Context: an optimization exercise on an open-source flow, tuned for small area, a short achievable clock period and few clock cycles. The choices shown serve that exercise and are no tape-out recipe. No activity file was given, so power comes from the tool's default toggle rates.

==> run a: inputs <==
// core_top
module core_top #(
    parameter ADDR_WIDTH        = 32,
    parameter DATA_WIDTH        = 32,
    parameter HART_ID           = 0,
    parameter COND_ENTRY_NUM    = 8,
    parameter COND_DATA_WIDTH   = 32,
    parameter UNCOND_ENTRY_NUM  = 8,
    parameter UNCOND_DATA_WIDTH = 32
)
(
    input                       clk_i,
    input                       rst_i,
    input                       stall_i,
    input  [ADDR_WIDTH-1 : 0]   init_pc_addr_i,
    input  [DATA_WIDTH-1 : 0]   instruction_i,
    input                       instruction_ready_i,
    output [ADDR_WIDTH-1 : 0]   instruction_addr_o,
    output                      instruction_req_o,
    input  [DATA_WIDTH-1 : 0]   data_read_i,
    input                       data_ready_i,
    output [DATA_WIDTH-1 : 0]   data_write_o,
    output [ADDR_WIDTH-1 : 0]   data_addr_o,
    output                      data_rw_o,       
    output [DATA_WIDTH/8-1 : 0] data_byte_enable_o,
    output                      data_req_o,
    input                       ext_irq_i,
    input                       tmr_irq_i,
    input                       sft_irq_i
);
make LEC_CHECK=0 CAP_MARGIN=20 CORE_MARGIN=2 CORE_UTILIZATION=40 SLEW_MARGIN=20 finish   # period 20.0 ns
run.sh (not shown) runs the stock make flow with config.mk's settings and CLKGATE_MAP_FILE= SYNTH_SCRIPT=/design/flow/synth_recipe.tcl, a recipe that flattens the netlist after the stock synthesis.
==> run b (differences from run a) <==
--- a/flow/design.v
+++ b/flow/design.v
@@ -1362,12 +1362,15 @@
     output wire                    cond_branch_misprediction_o,
     output wire                    stall_from_exe_o,
     output reg                     mem_we_o,
     output reg                     mem_re_o,
     output reg  [DATA_WIDTH-1 : 0] rs2_data_o,
     output reg  [DATA_WIDTH-1 : 0] mem_addr_o,
+    output reg  [DATA_WIDTH-1 : 0] st_data_o,
+    output reg  [3: 0]             st_be_o,
+    output reg                     st_misalign_o,
     output reg  [1: 0]             mem_input_sel_o,
     output reg  [2: 0]             regfile_input_sel_o,
     output reg                     regfile_we_o,
     output reg  [4: 0]             rd_addr_o,
     output reg  [DATA_WIDTH-1 : 0] p_data_o,
     output reg                     csr_we_o,
@@ -1466,20 +1469,123 @@
         2'b11:
             csr_update_data = csr_inputA & ~csr_inputB;
         default:
             csr_update_data = csr_inputA;
     endcase
 end
+reg [DATA_WIDTH-1 : 0] st_data;
+reg [3: 0] st_be;
+reg st_misalign;
+always @(*)
+begin
+    case (mem_addr[1:0])
+        2'b00:
+        begin
+            case (mem_input_sel_i)
+                2'b00:
+                begin    
+                    st_data = {24'b0, rs2_data_i[7: 0]};
+                    st_be = 4'b0001;
+                    st_misalign = 0;
+                end
+                2'b01:
+                begin    
+                    st_data = {16'b0, rs2_data_i[15: 0]};
+                    st_be = 4'b0011;
+                    st_misalign = 0;
+                end
+                2'b10:
+                begin    
+                    st_data = rs2_data_i;
+                    st_be = 4'b1111;
+                    st_misalign = 0;
+                end
+                default:
+                begin
+                    st_data = 0;
+                    st_be = 4'b0000;
+                    st_misalign = 1;
+                end
+            endcase
+        end
+        2'b01:
+        begin
+            case (mem_input_sel_i)
+                2'b00:
+                begin    
+                    st_data = {16'b0, rs2_data_i[7: 0], 8'b0};
+                    st_be = 4'b0010;
+                    st_misalign = 0;
+                end
+                default:
+                begin
+                    st_data = 0;
+                    st_be = 4'b0000;
+                    st_misalign = 1;
+                end
+            endcase
+        end
+        2'b10:
+        begin
+            case (mem_input_sel_i)
+                2'b00:
+                begin
+                    st_data = {8'b0, rs2_data_i[7: 0], 16'b0};
+                    st_be = 4'b0100;
+                    st_misalign = 0;
+                end
+                2'b01:
+                begin
+                    st_data = {rs2_data_i[15: 0], 16'b0};
+                    st_be = 4'b1100;
+                    st_misalign = 0;
+                end
+                default:
+                begin
+                    st_data = 0;
+                    st_be = 4'b0000;
+                    st_misalign = 1;
+                end
+            endcase
+        end
+        2'b11:
+        begin
+            case (mem_input_sel_i)
+                2'b00:
+                begin
+                    st_data = {rs2_data_i[7: 0], 24'b0};
+                    st_be = 4'b1000;
+                    st_misalign = 0;
+                end
+                default:
+                begin
+                    st_data = 0;
+                    st_be = 4'b0000;
+                    st_misalign = 1;
+                end
+            endcase
+        end
+        default:
+        begin
+            st_data = 0;
+            st_be = 4'b0000;
+            st_misalign = 0;
+        end
+    endcase
+end
 always @(posedge clk_i)
 begin
     if (rst_i)
     begin
         mem_we_o            <= 0;
         mem_re_o            <= 0;
         rs2_data_o          <= 0;
         mem_addr_o          <= 0;
+        st_data_o           <= 0;
+        st_be_o             <= 4'b0001;
+        st_misalign_o       <= 0;
         mem_input_sel_o     <= 0;
         mem_load_ext_sel_o  <= 0;
         regfile_input_sel_o <= 0;
         regfile_we_o        <= 0;
         rd_addr_o           <= 0;
         sys_jump_o          <= 0;
@@ -1499,12 +1605,15 @@
     else if (stall_i)
     begin
         mem_we_o            <= mem_we_o;
         mem_re_o            <= mem_re_o;
         rs2_data_o          <= rs2_data_o;
         mem_addr_o          <= mem_addr_o;
+        st_data_o           <= st_data_o;
+        st_be_o             <= st_be_o;
+        st_misalign_o       <= st_misalign_o;
         mem_input_sel_o     <= mem_input_sel_o;
         mem_load_ext_sel_o  <= mem_load_ext_sel_o;
         regfile_input_sel_o <= regfile_input_sel_o;
         regfile_we_o        <= regfile_we_o;
         rd_addr_o           <= rd_addr_o;
         sys_jump_o          <= sys_jump_o;
@@ -1524,12 +1633,15 @@
     else if(flush_i)
     begin
         mem_we_o            <= 0;
         mem_re_o            <= 0;
         rs2_data_o          <= 0;
         mem_addr_o          <= 0;
+        st_data_o           <= 0;
+        st_be_o             <= 4'b0001;
+        st_misalign_o       <= 0;
         mem_input_sel_o     <= 0;
         mem_load_ext_sel_o  <= 0;
         regfile_input_sel_o <= 0;
         regfile_we_o        <= 0;
         rd_addr_o           <= 0;
         sys_jump_o          <= 0;
@@ -1549,12 +1661,15 @@
     else
     begin
         mem_we_o            <= mem_we_i ;
         mem_re_o            <= mem_re_i;
         rs2_data_o          <= rs2_data_i;
         mem_addr_o          <= mem_addr;
+        st_data_o           <= st_data;
+        st_be_o             <= st_be;
+        st_misalign_o       <= st_misalign;
         mem_input_sel_o     <= mem_input_sel_i;
         mem_load_ext_sel_o  <= mem_load_ext_sel_i;
         regfile_input_sel_o <= regfile_input_sel_i;
         regfile_we_o        <= regfile_we_i;
         rd_addr_o           <= rd_addr_i;
         sys_jump_o          <= sys_jump_i;
@@ -1786,12 +1901,15 @@
     output wire                     stall_for_data_fetch_o,
     input  wire [DATA_WIDTH-1 : 0]  unaligned_data_i,        
     input  wire [31: 0]             mem_addr_i,
     input  wire [1 : 0]             mem_input_sel_i,
     input  wire                     exe_we_i,
     input  wire                     exe_re_i,
+    input  wire [DATA_WIDTH-1 : 0]  st_data_i,
+    input  wire [3 : 0]             st_be_i,
+    input  wire                     st_misalign_i,
     output wire [DATA_WIDTH-1 : 0]   data_o,            
     output wire [3: 0]               byte_write_sel_o,
     output wire                      req_vld_o,    
     output wire [DATA_WIDTH-1 : 0]   req_vaddr_o,       
     output wire                      req_rw_o,     
     input  wire                     d_rtrn_vld_i,
@@ -2037,106 +2155,15 @@
         exp_cause       = exp_cause_i;
         exp_tval        = exp_tval_i;
     end
 end
 always @(*)
 begin
-    case (mem_addr_i[1:0])
-        2'b00:
-        begin
-            case (mem_input_sel_i)
-                2'b00:
-                begin    
-                    data = {24'b0, unaligned_data_i[7: 0]};
-                    byte_write_sel = 4'b0001;
-                    memory_alignment_exception = 0;
-                end
-                2'b01:
-                begin    
-                    data = {16'b0, unaligned_data_i[15: 0]};
-                    byte_write_sel = 4'b0011;
-                    memory_alignment_exception = 0;
-                end
-                2'b10:
-                begin    
-                    data = unaligned_data_i;
-                    byte_write_sel = 4'b1111;
-                    memory_alignment_exception = 0;
-                end
-                default:
-                begin
-                    data = 0;
-                    byte_write_sel = 4'b0000;
-                    memory_alignment_exception = 1;
-                end
-            endcase
-        end
-        2'b01:
-        begin
-            case (mem_input_sel_i)
-                2'b00:
-                begin    
-                    data = {16'b0, unaligned_data_i[7: 0], 8'b0};
-                    byte_write_sel = 4'b0010;
-                    memory_alignment_exception = 0;
-                end
-                default:
-                begin
-                    data = 0;
-                    byte_write_sel = 4'b0000;
-                    memory_alignment_exception = 1;
-                end
-            endcase
-        end
-        2'b10:
-        begin
-            case (mem_input_sel_i)
-                2'b00:
-                begin
-                    data = {8'b0, unaligned_data_i[7: 0], 16'b0};
-                    byte_write_sel = 4'b0100;
-                    memory_alignment_exception = 0;
-                end
-                2'b01:
-                begin
-                    data = {unaligned_data_i[15: 0], 16'b0};
-                    byte_write_sel = 4'b1100;
-                    memory_alignment_exception = 0;
-                end
-                default:
-                begin
-                    data = 0;
-                    byte_write_sel = 4'b0000;
-                    memory_alignment_exception = 1;
-                end
-            endcase
-        end
-        2'b11:
-        begin
-            case (mem_input_sel_i)
-                2'b00:
-                begin
-                    data = {unaligned_data_i[7: 0], 24'b0};
-                    byte_write_sel = 4'b1000;
-                    memory_alignment_exception = 0;
-                end
-                default:
-                begin
-                    data = 0;
-                    byte_write_sel = 4'b0000;
-                    memory_alignment_exception = 1;
-                end
-            endcase
-        end
-        default:
-        begin
-            data = 0;
-            byte_write_sel = 4'b0000;
-            memory_alignment_exception = 0;
-        end
-    endcase
+    data = st_data_i;
+    byte_write_sel = st_be_i;
+    memory_alignment_exception = st_misalign_i;
 end
 wire [DATA_WIDTH-1 : 0] load_raw = (req_done)?buffer_data:d_rtrn_data_i;
 reg  [DATA_WIDTH-1 : 0] load_aligned, wb_data;
 always @(*)
 begin
     case (mem_addr_alignment_i)
@@ -3082,17 +3109,33 @@
     );
     wire         arb_req_vld;
     wire [31: 0] arb_req_paddr;
     wire [31: 0] arb_req_data;
     wire         arb_req_rw;
     wire [ 3: 0] arb_req_byte_enable;
-    assign d_req_vld_o         = enable_i ? arb_req_vld         : d_req_vld_i;
-    assign d_req_paddr_o       = enable_i ? arb_req_paddr       : d_req_vaddr_i;
-    assign d_req_data_o        = enable_i ? arb_req_data        : d_req_data_i;
-    assign d_req_rw_o          = enable_i ? arb_req_rw          : d_req_rw_i;
-    assign d_req_byte_enable_o = enable_i ? arb_req_byte_enable : d_req_byte_enable_i;
+    reg          arb_req_vld_q;
+    reg  [31: 0] arb_req_paddr_q;
+    reg  [31: 0] arb_req_data_q;
+    reg          arb_req_rw_q;
+    reg  [ 3: 0] arb_req_byte_enable_q;
+    always @(posedge clk_i) begin
+        if (rst_i) begin
+            arb_req_vld_q <= 1'b0;
+        end else begin
+            arb_req_vld_q <= arb_req_vld & enable_i;
+        end
+        arb_req_paddr_q       <= arb_req_paddr;
+        arb_req_data_q        <= arb_req_data;
+        arb_req_rw_q          <= arb_req_rw;
+        arb_req_byte_enable_q <= arb_req_byte_enable;
+    end
+    assign d_req_vld_o         = enable_i ? arb_req_vld_q         : d_req_vld_i;
+    assign d_req_paddr_o       = enable_i ? arb_req_paddr_q       : d_req_vaddr_i;
+    assign d_req_data_o        = enable_i ? arb_req_data_q        : d_req_data_i;
+    assign d_req_rw_o          = enable_i ? arb_req_rw_q          : d_req_rw_i;
+    assign d_req_byte_enable_o = enable_i ? arb_req_byte_enable_q : d_req_byte_enable_i;
     mmu_arb #(
     ) MMU_arb (
         .clk_i(clk_i),
         .rst_i(rst_i),
         .flush_i(flush_i),
         .d_req_vld_i(req_vld_d2arb),   
@@ -3555,12 +3598,15 @@
 wire                    exe_we, exe_re;
 wire                    exe_regfile_we2mem_wb, exe_load_ext_sel2mem_wb;
 wire [DATA_WIDTH-1 : 0] exe_rs2_data2mem, exe_addr2mem, exe_p_data;
 wire [ 4 : 0]           exe_rd_addr2mem_wb;
 wire [ 1 : 0]           exe_input_sel2mem;
 wire [ 2 : 0]           exe_regfile_input_sel2mem_wb;
+wire [DATA_WIDTH-1 : 0] exe_st_data;
+wire [ 3 : 0]           exe_st_be;
+wire                    exe_st_misalign;
 wire [DATA_WIDTH-1 : 0] data2mem_wb;
 wire [ 3 : 0]           byte_write_sel;
 wire                    memory_alignment_exception;
 wire [DATA_WIDTH-1 : 0] rd_data2wb;
 wire                    rd_we2wb;
 wire [ 4 : 0]           rd_addr2wb;
@@ -3657,19 +3703,28 @@
 wire [31: 0]  fulsh_vaddr2mmu;
 wire [31: 0]  fulsh_asid2mmu;
 wire          sfence_mem2cont;
 wire          sfence_type_mem2cont;
 wire [31: 0]  rs1_data_mem2cont;
 wire [31: 0]  rs2_data_mem2cont;
+reg rst_q;
+always @(posedge clk_i)
+    rst_q <= rst_i;
+reg mmu_en_r;
+always @(posedge clk_i)
+    if (rst_q)
+        mmu_en_r <= 1'b0;
+    else
+        mmu_en_r <= mmu_enable_csr2mmu;
 localparam i_IDLE = 0, i_NEXT = 1, i_WAIT = 2;
 reg[ 1: 0] iS, iS_nxt, dS, dS_nxt;
 wire stall_pipeline, stall_for_instr_fetch, stall_for_data_fetch;
 assign stall_for_instr_fetch = (iS_nxt == i_WAIT) || (iS == i_IDLE);
  always @(posedge clk_i)
  begin
-     if (rst_i)
+     if (rst_q)
          iS <= i_IDLE;
      else
          iS <= iS_nxt;
  end
  always @(*)
  begin
@@ -3751,13 +3806,13 @@
     .ENTRY_NUM(COND_ENTRY_NUM),
     .ADDR_WIDTH(COND_ADDR_WIDTH),
     .DATA_WIDTH(COND_DATA_WIDTH)
 )
 Branch_Prediction_Unit(
     .clk_i(clk_i),
-    .rst_i(rst_i),
+    .rst_i(rst_q),
     .stall_i(stall_for_instr_fetch | stall_for_data_fetch | stall_from_exe),
     .pc_IF_i(pc),
     .is_cond_branch_i(is_branch2exe),
     .pc_EXE_i(dec_pc2exe),
     .branch_taken_i(exe_branch_taken),
     .branch_target_addr_i(exe_branch_target_addr),
@@ -3770,35 +3825,35 @@
     .ENTRY_NUM(UNCOND_ENTRY_NUM),
     .ADDR_WIDTH(UNCOND_ADDR_WIDTH),
     .DATA_WIDTH(UNCOND_DATA_WIDTH)
 )
 JAL_BHT(
     .clk_i(clk_i),
-    .rst_i(rst_i),
+    .rst_i(rst_q),
     .stall_i(stall_for_instr_fetch | stall_for_data_fetch | stall_from_exe),
     .pc_IF_i(pc),
     .is_uncond_branch_i(is_jal2exe),
     .pc_EXE_i(dec_pc2exe),
     .branch_target_addr_i(exe_branch_target_addr),
     .uncond_branch_hit_o(uncond_branch_hit_IF),
     .uncond_branch_target_addr_o(uncond_branch_target_addr)
 );
 regfile Register_File(
     .clk_i(clk_i),
-    .rst_i(rst_i),
+    .rst_i(rst_q),
     .rs1_addr_i(dec_rs1_addr),
     .rs2_addr_i(dec_rs2_addr),
     .regfile_we_i(rd_we2wb),
     .rd_addr_i(rd_addr2wb),
     .rd_data_i(rd_data2wb),
     .rs1_data_o(rs1_data2dec),
     .rs2_data_o(rs2_data2dec)
 );
 program_counter Program_Counter(
     .clk_i(clk_i),
-    .rst_i(rst_i),
+    .rst_i(rst_q),
     .init_pc_addr_i(init_pc_addr_i),
     .irq_taken_i(irq_taken),
     .PC_handler_i(PC_handler),
     .stall_i((stall_for_instr_fetch | stall_for_data_fetch | stall_from_exe) || stall_from_hazard),
     .cond_branch_hit_IF_i(cond_branch_hit_IF),
     .cond_branch_result_IF_i(cond_branch_result_IF),
@@ -3817,13 +3872,13 @@
     .pc_o(pc),
     .sfence_i(flush2mmu),
     .dec_pc2exe_i(dec_pc2exe)
 );
 fetch Fetch(
     .clk_i(clk_i),
-    .rst_i(rst_i),
+    .rst_i(rst_q),
     .stall_i((stall_for_instr_fetch | stall_for_data_fetch | stall_from_exe) || stall_from_hazard),
     .flush_i(flush2fet || irq_taken),
     .cond_branch_hit_IF_i(cond_branch_hit_IF),
     .cond_branch_result_IF_i(cond_branch_result_IF),
     .uncond_branch_hit_IF_i(uncond_branch_hit_IF),
     .instruction_i(i_rtrn_data_mmu2fet),
@@ -3841,13 +3896,13 @@
     .exp_vld_o(exp_vld_fet2dec),
     .exp_cause_o(exp_cause_fet2dec),
     .exp_tval_o(exp_tval_fet2dec)
 );
 decode Decode(
     .clk_i(clk_i),
-    .rst_i(rst_i),
+    .rst_i(rst_q),
     .stall_i(stall_for_instr_fetch | stall_for_data_fetch | stall_from_exe),
     .flush_i(flush2dec || irq_taken),
     .pc_i(fet_pc2dec),
     .pc_vld_i(pc_vld_fet2dec),
     .instruction_i(fet_instr2dec),
     .instr_valid_i(fet_valid2dec),
@@ -3910,13 +3965,13 @@
     .fwd_m2_rs2_o(fwd_m2_rs2),
     .fwd_m1_csr_o(fwd_m1_csr),
     .fwd_m2_csr_o(fwd_m2_csr)
 );
 execute Execute(
     .clk_i(clk_i),
-    .rst_i(rst_i),
+    .rst_i(rst_q),
     .flush_i(flush2exe || irq_taken),
     .pc_i(dec_pc2exe),
     .stall_i(stall_for_instr_fetch | stall_for_data_fetch | stall_from_exe),
     .imm_i(dec_imm2exe),
     .inputA_sel_i(dec_inA_sel2exe),
     .inputB_sel_i(dec_inB_sel2exe),
@@ -3947,12 +4002,15 @@
     .cond_branch_misprediction_o(cond_branch_misprediction),
     .stall_from_exe_o(stall_from_exe),
     .mem_we_o(exe_we),
     .mem_re_o(exe_re),
     .rs2_data_o(exe_rs2_data2mem),
     .mem_addr_o(exe_addr2mem),
+    .st_data_o(exe_st_data),
+    .st_be_o(exe_st_be),
+    .st_misalign_o(exe_st_misalign),
     .mem_input_sel_o(exe_input_sel2mem),
     .regfile_we_o(exe_regfile_we2mem_wb),
     .regfile_input_sel_o(exe_regfile_input_sel2mem_wb),
     .rd_addr_o(exe_rd_addr2mem_wb),
     .p_data_o(exe_p_data),
     .csr_we_o(csr_we_exe2mem_wb),
@@ -3999,21 +4057,24 @@
 wire [31: 0]            csr_we_addr_mem2wb;
 wire [31: 0]            csr_we_data_mem2wb;
 wire [DATA_WIDTH-1 : 0] mem_data_mem2wb;
 wire [31: 0]            mip_update_mem2wb;
 memory_access Memory_Access(
     .clk_i(clk_i),
-    .rst_i(rst_i),
+    .rst_i(rst_q),
     .stall_i(stall_for_instr_fetch | stall_for_data_fetch | stall_from_exe),
     .flush_i(flush2mem_wb || irq_taken),
     .stall_for_data_fetch_o(stall_for_data_fetch),
     .unaligned_data_i(exe_rs2_data2mem),       
     .mem_addr_i(exe_addr2mem),
     .mem_input_sel_i(exe_input_sel2mem),
     .exe_we_i(exe_we),
     .exe_re_i(exe_re),
+    .st_data_i(exe_st_data),
+    .st_be_i(exe_st_be),
+    .st_misalign_i(exe_st_misalign),
     .data_o(d_req_data_mem2mmu),                         
     .byte_write_sel_o(d_req_byte_enable_mem2mmu),
     .req_vld_o(d_req_vld_mem2mmu),    
     .req_vaddr_o(d_req_vaddr_mem2mmu),       
     .req_rw_o(d_req_rw_mem2mmu),     
     .d_rtrn_vld_i(d_rtrn_vld_mmu2mem),
@@ -4075,13 +4136,13 @@
     .u_sft_irq_i(),  
     .mstatus_ie_i(mstatus_ie_csr2mem),  
     .mie_i(mie_csr2mem)
 );
 writeback Writeback(
     .clk_i(clk_i),
-    .rst_i(rst_i),
+    .rst_i(rst_q),
     .rd_we_o(rd_we2wb),
     .rd_addr_o(rd_addr2wb),
     .rd_data_o(rd_data2wb),
     .sys_jump_i(sys_jump_mem2mem_wb),
     .sys_jump_csr_addr_i(sys_jump_csr_addr_mem2mem_wb),
     .sys_jump_o(sys_jump_mem_wb2csr),
@@ -4129,13 +4190,13 @@
     else
         nxt_unwb_PC = i_rtrn_vaddr_mmu2fet;
 end
 csr_file #( .HART_ID(HART_ID) )
 CSR(
     .clk_i(clk_i),
-    .rst_i(rst_i),
+    .rst_i(rst_q),
     .stall_i(stall_for_instr_fetch | stall_for_data_fetch | stall_from_exe),
     .csr_rd_addr_i(dec_csr_addr2csr),
     .csr_data_o(csr_data2dec),
     .csr_we_i(csr_we_mem_wb2csr),
     .csr_we_addr_i(csr_we_addr_mem_wb2csr),
     .csr_we_data_i(csr_we_data_mem_wb2csr),
@@ -4165,18 +4226,18 @@
 mmu #(
     .INSTR_TLB_ENTRIES(16),
     .DATA_TLB_ENTRIES(16),
     .ASID_WIDTH(1)
 ) MMU (
     .clk_i(clk_i),
-    .rst_i(rst_i),
+    .rst_i(rst_q),
     .flush_i(flush2mmu),
     .flush_type_i(flush_type2mmu),
     .fulsh_vaddr_i(fulsh_vaddr2mmu),
     .fulsh_asid_i(fulsh_asid2mmu),
-    .enable_i(mmu_enable_csr2mmu),
+    .enable_i(mmu_en_r),
     .root_ppn_i(root_ppn_csr2mmu),
     .asid_i(asid_csr2mmu),
     .privilege_lvl_i(priv_lvl),
     .ld_st_privilege_lvl_i(ld_st_privilege_lvl_csr2mmu),
     .mxr_i(mxr_csr2mmu),
     .sum_i(sum_csr2mmu),
==> flow/flow/run.sh (new file) <==
#!/bin/bash
# Standard ORFS layout (the standard.sh, unchanged synthesis) with timing
# repair asked to aim for more setup slack than the 20 ns constraint needs.
# make's full output goes to flow.log in this folder.
set -euo pipefail
bash standard.sh SETUP_SLACK_MARGIN=15 TNS_END_PERCENT=10 finish > flow.log 2>&1
==> flow/standard.sh (new file) <==
#!/bin/bash
# synth_recipe.tcl (not shown) runs the flow's synth.tcl, then flattens the netlist and writes it again
# the make line also repeats each setting of config.mk as NAME=value (left out here)
make -C /OpenROAD-flow-scripts/flow DESIGN_CONFIG=/design/flow/config.mk WORK_HOME=/design/flow/orfs CLKGATE_MAP_FILE= SYNTH_SCRIPT=/design/flow/synth_recipe.tcl "${@:-finish}"
removed: flow/run.sh
==> qor summary <==
|  | run a | run b |
|---|---|---|
| Outcome | finished clean | finished clean |
| Yosys reg bits | 4024 | 4131 |
| Post-cts resize count | 0 | 1808 |
| Required time worst endpoint | 16.00 ns | 20.80 ns |
| Fraction of area in registers | 42.55% | 40.37% |
| Power in the clock group | 0.00835 W | 0.00880 W |
| Achievable frequency | 97.08 MHz | 139.5 MHz |
| Critical path endpoint category | output port | register |
| Non-clock inverters | 523 | 509 |
| Clock network power share | 24.8% | 32.3% |
| Number of buffers created by CTS | 434 | 440 |
| CP dominant cell by count | sky130_fd_sc_hd__nand2_1 | sky130_fd_sc_hd__buf_12 |
| Power per Cell Area | 136.2 nW/um2 | 102.4 nW/um2 |
| Gate Count Post-Synth | 22566 | 22555 |
| Final-stage net count | 22831 | 23525 |
| Final worst clock skew | 0.1360 ns | 0.1086 ns |
| Share of the synthesized netlist area taken by xor and xnor gates | 5.953% | 5.954% |
| Via count of the routed design | 197585 | 205325 |
| Worst setup path end | data_req_o | Execute.MulDiv.X[14] |
| Area used by sequential logic in the layout | 105200 um2 | 107400 um2 |
| Effective utilization at floorplan | 40.17% | 40.17% |
| Via count of the first global-routing pass | 182174 | 186093 |
| Tapcell count | 7261 | 7452 |
| Total wire length after detailed routing | 1067000 um | 1136000 um |
No run of this note included a check of the RTL's function; only the layout flow was run.

## static timing again, ports no longer ideal
The results above use ideal ports. As a check the final layouts listed here were re-extracted and re-timed, cells and wires unchanged.
Step 1 sets driving cells, clkbuf_16 on the clock port and buf_2 on the other inputs (assumed; they add their load-dependent delay and slew).
Step 2, shift: input delay + t, output delay - t, t = (earliest + latest rising clock arrival at the registers) / 2. This alone moves slack from input paths to output paths.
Three values: no drivers, after step 1, after step 2; two values: the first two.
run	t (ns)	setup WS [ns]	clock arrival spread, ns
run a	1.183	9.700 / 9.573 / 9.891	0.189 / 0.189
run b	1.221	12.830 / 12.830 / 12.727	0.128 / 0.128
After both steps every run listed still meets setup and hold. For run b, which loses most, drivers alone change the setup slack by 0.000 ns; drivers and shift together by -0.103 ns.
